Background: an optimization exercise with open tools, aiming at small area. Do not read the settings as production practice.
RTL that was checked went through simulation tests only; none was proved equivalent to the original.

==> run X: inputs <==
==> flow/design.v (excerpt) <==
module Convolution_pipeline(
    clk,
    rst_n,
    in_valid,
    In_IFM_1,
    In_IFM_2,
    In_IFM_3,
    In_IFM_4,
    In_Weight_1,
    In_Weight_2,
    In_Weight_3,
    In_Weight_4,
    Out_OFM
    );
input clk, rst_n;
input in_valid;
input [3:0] In_IFM_1;
input [3:0] In_IFM_2;
input [3:0] In_IFM_3;
input [3:0] In_IFM_4;
input [3:0] In_Weight_1;
input [3:0] In_Weight_2;
input [3:0] In_Weight_3;
input [3:0] In_Weight_4;
output [11:0] Out_OFM;
  ...
clock: 3.0 ns
lec_check: 0
cap_margin: 0
core_margin: 2
core_utilization: 60
gpl_timing_driven: 0
place_density: 0.7
slew_margin: 0
synth_hierarchical: 1
synth_minimum_keep_size: 0
standard.sh (not shown) runs the stock make flow with config.mk's settings and CLKGATE_MAP_FILE= SYNTH_SCRIPT=/design/flow/synth_recipe.tcl, a recipe that flattens the netlist after the stock synthesis.
==> flow/flow/run.sh <==
#!/bin/bash
# The standard layout (the standard.sh), with two changes:
#  - the port buffers are buf_1 cells (the default picks a 10 um2 delay buffer)
#  - CTS inserts no dummy clock loads
export BUFFER_PORTS_ARGS="-buffer_cell sky130_fd_sc_hd__buf_1"
export CTS_ARGS="-repair_clock_nets -dont_use_dummy_load -buf_list sky130_fd_sc_hd__clkbuf_16 -root_buf sky130_fd_sc_hd__clkbuf_16"
bash standard.sh > standard.log 2>&1
==> inputs of run B, as changes to run X <==
--- a/flow/design.v
+++ b/flow/design.v
@@ -18,17 +18,17 @@
 input [3:0] In_IFM_2;
 input [3:0] In_IFM_3;
 input [3:0] In_IFM_4;
 input [3:0] In_Weight_1;
 input [3:0] In_Weight_2;
 input [3:0] In_Weight_3;
 input [3:0] In_Weight_4;
 output [11:0] Out_OFM;
-wire pp1_00, pp1_01, pp1_02, pp1_03, pp1_10, pp1_11, pp1_12, pp1_13, pp1_20, pp1_21, pp1_22, pp1_23, pp1_30, pp1_31, pp1_32, pp1_33, pp2_00, pp2_01, pp2_02, pp2_03, pp2_10, pp2_11, pp2_12, pp2_13, pp2_20, pp2_21, pp2_22, pp2_23, pp2_30, pp2_31, pp2_32, pp2_33, pp3_00, pp3_01, pp3_02, pp3_03, pp3_10, pp3_11, pp3_12, pp3_13, pp3_20, pp3_21, pp3_22, pp3_23, pp3_30, pp3_31, pp3_32, pp3_33, pp4_00, pp4_01, pp4_02, pp4_03, pp4_10, pp4_11, pp4_12, pp4_13, pp4_20, pp4_21, pp4_22, pp4_23, pp4_30, pp4_31, pp4_32, pp4_33, fs1, fc2, fs3, fc4, fs5, fc6, fs7, fc8, fs9, fc10, fs11, fc12, fs13, fc14, fs15, fc16, fs17, fc18, fs19, fc20, fs21, fc22, fs23, fc24, fs25, fc26, fs27, fc28, fs29, fc30, fs31, fc32, fs33, fc34, fs35, fc36, fs37, fc38, fs39, fc40, fs41, fc42, fs43, fc44, fs45, fc46, fs47, fc48, fs49, fc50, fs51, fc52, fs53, fc54, fs55, fc56, fs57, fc58, fs59, fc60, fs61, fc62, fs63, fc64, fs65, fc66, fs67, fc68, fs69, fc70, fs71, fc72, fs73, fc74, fs75, fc76, fs77, fc78, fs79, fc80, fs81, fc82, fs83, fc84, fs85, fc86, fs87, fc88, fs89, fc90, fs91, fc92, fs93, fc94, fs95, fc96, fs97, fc98, fs99, fc100, fs101, fc102, x103, cn104, x105, cn106, x107, x108, cn109, x110, cn111, x112, cn113, x114, cn115, x116, cn117, x118, x119, cn120, x121, x122, cn123;
+wire pp1_00, pp1_01, pp1_02, pp1_03, pp1_10, pp1_11, pp1_12, pp1_13, pp1_20, pp1_21, pp1_22, pp1_23, pp1_30, pp1_31, pp1_32, pp1_33, pp2_00, pp2_01, pp2_02, pp2_03, pp2_10, pp2_11, pp2_12, pp2_13, pp2_20, pp2_21, pp2_22, pp2_23, pp2_30, pp2_31, pp2_32, pp2_33, pp3_00, pp3_01, pp3_02, pp3_03, pp3_10, pp3_11, pp3_12, pp3_13, pp3_20, pp3_21, pp3_22, pp3_23, pp3_30, pp3_31, pp3_32, pp3_33, pp4_00, pp4_01, pp4_02, pp4_03, pp4_10, pp4_11, pp4_12, pp4_13, pp4_20, pp4_21, pp4_22, pp4_23, pp4_30, pp4_31, pp4_32, pp4_33, fs1, fc2, fs3, fc4, fs5, fc6, fs7, fc8, fs9, fc10, fs11, fc12, fs13, fc14, fs15, fc16, fs17, fc18, fs19, fc20, fs21, fc22, fs23, fc24, fs25, fc26, fs27, fc28, fs29, fc30, fs31, fc32, fs33, fc34, fs35, fc36, fs37, fc38, fs39, fc40, fs41, fc42, fs43, fc44, fs45, fc46, fs47, fc48, fs49, fc50, fs51, fc52, fs53, fc54, fs55, fc56, fs57, fc58, fs59, fc60, fs61, fc62, fs63, fc64, fs65, fc66, fs67, fc68, fs69, fc70, fs71, fc72, fs73, fc74, fs75, fc76, fs77, fc78, fs79, fc80, fs81, fc82, fs83, fc84, fs85, fc86, fs87, fc88, fs89, fc90, fs91, fc92, fs93, fc94, fs95, fc96, fs97, fc98, fs99, fc100, fs101, fc102;
 assign pp1_00 = ~(In_IFM_1[0] & In_Weight_1[0]);
 assign pp1_01 = ~(In_IFM_1[0] & In_Weight_1[1]);
 assign pp1_02 = ~(In_IFM_1[0] & In_Weight_1[2]);
 assign pp1_03 = ~(In_IFM_1[0] & In_Weight_1[3]);
 assign pp1_10 = ~(In_IFM_1[1] & In_Weight_1[0]);
 assign pp1_11 = ~(In_IFM_1[1] & In_Weight_1[1]);
 assign pp1_12 = ~(In_IFM_1[1] & In_Weight_1[2]);
 assign pp1_13 = ~(In_IFM_1[1] & In_Weight_1[3]);
@@ -134,37 +134,18 @@
 Conv_fa u_fs87 (.a(fc68), .b(fc78), .c(fs69), .s(fs87), .co(fc88));
 Conv_fa u_fs89 (.a(fc76), .b(fs67), .c(fs77), .s(fs89), .co(fc90));
 Conv_fa u_fs91 (.a(r1[6]), .b(r1[7]), .c(r1[8]), .s(fs91), .co(fc92));
 Conv_fa u_fs93 (.a(r1[10]), .b(r1[11]), .c(r1[12]), .s(fs93), .co(fc94));
 Conv_fa u_fs95 (.a(r1[9]), .b(fc92), .c(fs93), .s(fs95), .co(fc96));
 Conv_fa u_fs97 (.a(r1[13]), .b(r1[14]), .c(r1[15]), .s(fs97), .co(fc98));
 Conv_fa u_fs99 (.a(fc94), .b(fs97), .c(fc96), .s(fs99), .co(fc100));
 Conv_fa u_fs101 (.a(r1[16]), .b(r1[17]), .c(fc98), .s(fs101), .co(fc102));
-Conv_xor u_x103 (.a(r1[0]), .b(r1[1]), .y(x103));
-assign cn104 = r1[0] | r1[1];
-Conv_xor u_x105 (.a(r1[2]), .b(cn104), .y(x105));
-assign cn106 = r1[2] | cn104;
-Conv_xor u_x107 (.a(r1[3]), .b(r1[4]), .y(x107));
-Conv_xor u_x108 (.a(x107), .b(cn106), .y(x108));
-assign cn109 = x107 ? cn106 : r1[3];
-Conv_xor u_x110 (.a(r1[5]), .b(cn109), .y(x110));
-assign cn111 = r1[5] | cn109;
-Conv_xor u_x112 (.a(fs91), .b(cn111), .y(x112));
-assign cn113 = fs91 | cn111;
-Conv_xor u_x114 (.a(fs95), .b(cn113), .y(x114));
-assign cn115 = fs95 | cn113;
-Conv_xor u_x116 (.a(fs99), .b(cn115), .y(x116));
-assign cn117 = fs99 | cn115;
-Conv_xor u_x118 (.a(fc100), .b(fs101), .y(x118));
-Conv_xor u_x119 (.a(x118), .b(cn117), .y(x119));
-assign cn120 = x118 ? cn117 : fc100;
-Conv_xor u_x121 (.a(r1[18]), .b(fc102), .y(x121));
-Conv_xor u_x122 (.a(x121), .b(cn120), .y(x122));
-assign cn123 = x121 ? cn120 : r1[18];
+wire [9:0] rowA = {1'b1, r1[18], fc100, fs99, fs95, fs91, r1[5], r1[3], r1[2], r1[0]};
+wire [9:0] rowB = {1'b1, fc102, fs101, 1'b1, 1'b1, 1'b1, 1'b1, r1[4], 1'b1, r1[1]};
 reg [18:0] r1;
 reg [9:0] s2, s3;
 always @(posedge clk) begin
     if (in_valid) begin
         r1[0] <= pp4_00;
         r1[1] <= fs1;
         r1[2] <= fs71;
         r1[3] <= fc72;
@@ -178,39 +159,34 @@
         r1[11] <= fs83;
         r1[12] <= fc88;
         r1[13] <= fs65;
         r1[14] <= fc84;
         r1[15] <= fs85;
         r1[16] <= fs81;
         r1[17] <= fc86;
         r1[18] <= fc82;
-        s2 <= {cn123, x122, x119, x116, x114, x112, x110, x108, x105, x103};
+        s2 <= ~(rowA + rowB + 10'd1);
         s3 <= s2;
     end
 end
 reg [1:0] cnt;
 always @(posedge clk or negedge rst_n) begin
     if (!rst_n)
-        cnt <= 2'b00;
-    else if (in_valid)
-        cnt <= {cnt[1] | cnt[0], ~cnt[1]};
+        cnt <= 2'd0;
+    else if (in_valid && cnt != 2'd3)
+        cnt <= cnt + 2'd1;
 end
 reg [9:0] ofm;
 always @(posedge clk or negedge rst_n) begin
     if (!rst_n)
         ofm <= 10'd0;
-    else if (in_valid && cnt == 2'b10)
-        ofm <= {~s3[9], ~s3[8], ~s3[7], s3[6], s3[5], s3[4], s3[3], ~s3[2], s3[1], s3[0]};
+    else if (in_valid && cnt == 2'd3)
+        ofm <= s3;
 end
 assign Out_OFM = {2'b00, ofm};
 endmodule
 module Conv_fa(a, b, c, s, co);
 input a, b, c;
 output s, co;
 assign s = a ^ b ^ c;
 assign co = (a & b) | (c & (a ^ b));
 endmodule
-module Conv_xor(a, b, y);
-input a, b;
-output y;
-assign y = a ^ b;
-endmodule
==> flow/flow/run.sh (replaced) <==
#!/bin/bash
# Standard layout, with the port buffers made of buf_1 cells and no dummy clock loads.
export BUFFER_PORTS_ARGS="-buffer_cell sky130_fd_sc_hd__buf_1"
export CTS_ARGS="-sink_clustering_enable -repair_clock_nets -dont_use_dummy_load"
bash standard.sh > standard.log 2>&1
Settings changed: CAP_MARGIN 0 to 20, CORE_UTILIZATION 60 to 40, PLACE_DENSITY 0.7 to not set, SLEW_MARGIN 0 to 20.
==> inputs of run K, as changes to run X <==
==> flow/flow/run.sh (replaced) <==
#!/bin/bash
# The standard layout (the standard.sh), with two changes:
#  - the port buffers are buf_1 cells (the default picks a 10 um2 delay buffer)
#  - CTS inserts no dummy clock loads
export BUFFER_PORTS_ARGS="-buffer_cell sky130_fd_sc_hd__buf_1"
export CTS_ARGS="-sink_clustering_enable -repair_clock_nets -dont_use_dummy_load"
bash standard.sh > standard.log 2>&1
Settings changed: CAP_MARGIN 0 to 20, SLEW_MARGIN 0 to 20.
==> impl_metrics.env <==
export IMPL_outcome="finished clean"
export IMPL_worstRegToRegCells=6
export IMPL_cts_resized=0
export IMPL_switching_share=0.3237
export IMPL_power_density_nw_per_um2=780.5
export IMPL_fin_ws_ns=0.1588
export IMPL_syn_inst=215
export IMPL_fp_coreArea_um2=7687
export IMPL_clock_skew_final_ns=0.02843
export IMPL_synth_top_cell_area_share=0.3703
(the above is from run B)
==> impl_metrics.env <==
export IMPL_multi_input_area_um2=1607
export IMPL_syn_inst=217
export IMPL_outcome="finished clean"
export IMPL_worstRegToRegCells=7
export IMPL_switching_share=0.3118
export IMPL_power_density_nw_per_um2=708.5
export IMPL_fin_ws_ns=0.1720
export IMPL_cts_resized=0
export IMPL_clock_skew_final_ns=0.01293
export IMPL_synth_top_cell_area_share=0.3782
export IMPL_synth_simple_area_share=0.1115
(the above is from run K)
==> impl_metrics.env <==
export IMPL_syn_inst=217
export IMPL_fp_coreArea_um2=5042
export IMPL_fin_ws_ns=0.2022
export IMPL_synth_top_cell_area_share=0.3782
export IMPL_outcome="finished clean"
export IMPL_power_density_nw_per_um2=749.0
export IMPL_switching_share=0.3004
(the above is from run X)
The RTL of run B was laid out without a check of its function.

==> re-timing with driven ports <==
The results above use ideal ports. As a check the final layouts listed here were re-extracted and re-timed, cells and wires unchanged. Step 1 sets driving cells, clkbuf_16 on the clock port and buf_2 on the other inputs (assumed; they add their load-dependent delay and slew). Step 2 adds t to the input delays and takes it off the output delays; t is the mean of the earliest and latest rising clock arrival at the registers after step 1. Input paths then give back, and output paths get back, about the clock's delay inside the block. Three values: ideal, step 1, step 2; two values: the first two.
run | t, ns | setup WS [ns] | worst setup path after step 2 | latest minus earliest clock arrival (ns) | slew at the worst register clock pin (ns)
run X | 0.309 | 0.202 / 0.205 / -0.104 | input to register | 0.008 / 0.008 | 0.06 / 0.06
run B | 0.314 | 0.159 / 0.165 / -0.149 | input to register | 0.028 / 0.028 | 0.09 / 0.09
run K | 0.317 | 0.172 / 0.176 / -0.141 | input to register | 0.013 / 0.014 | 0.09 / 0.09
Met with ideal ports but missed after step 2: setup timing in every run listed. The setup slack of run K, which loses most, moves by +0.004 ns with the drivers and by -0.313 ns with both steps.
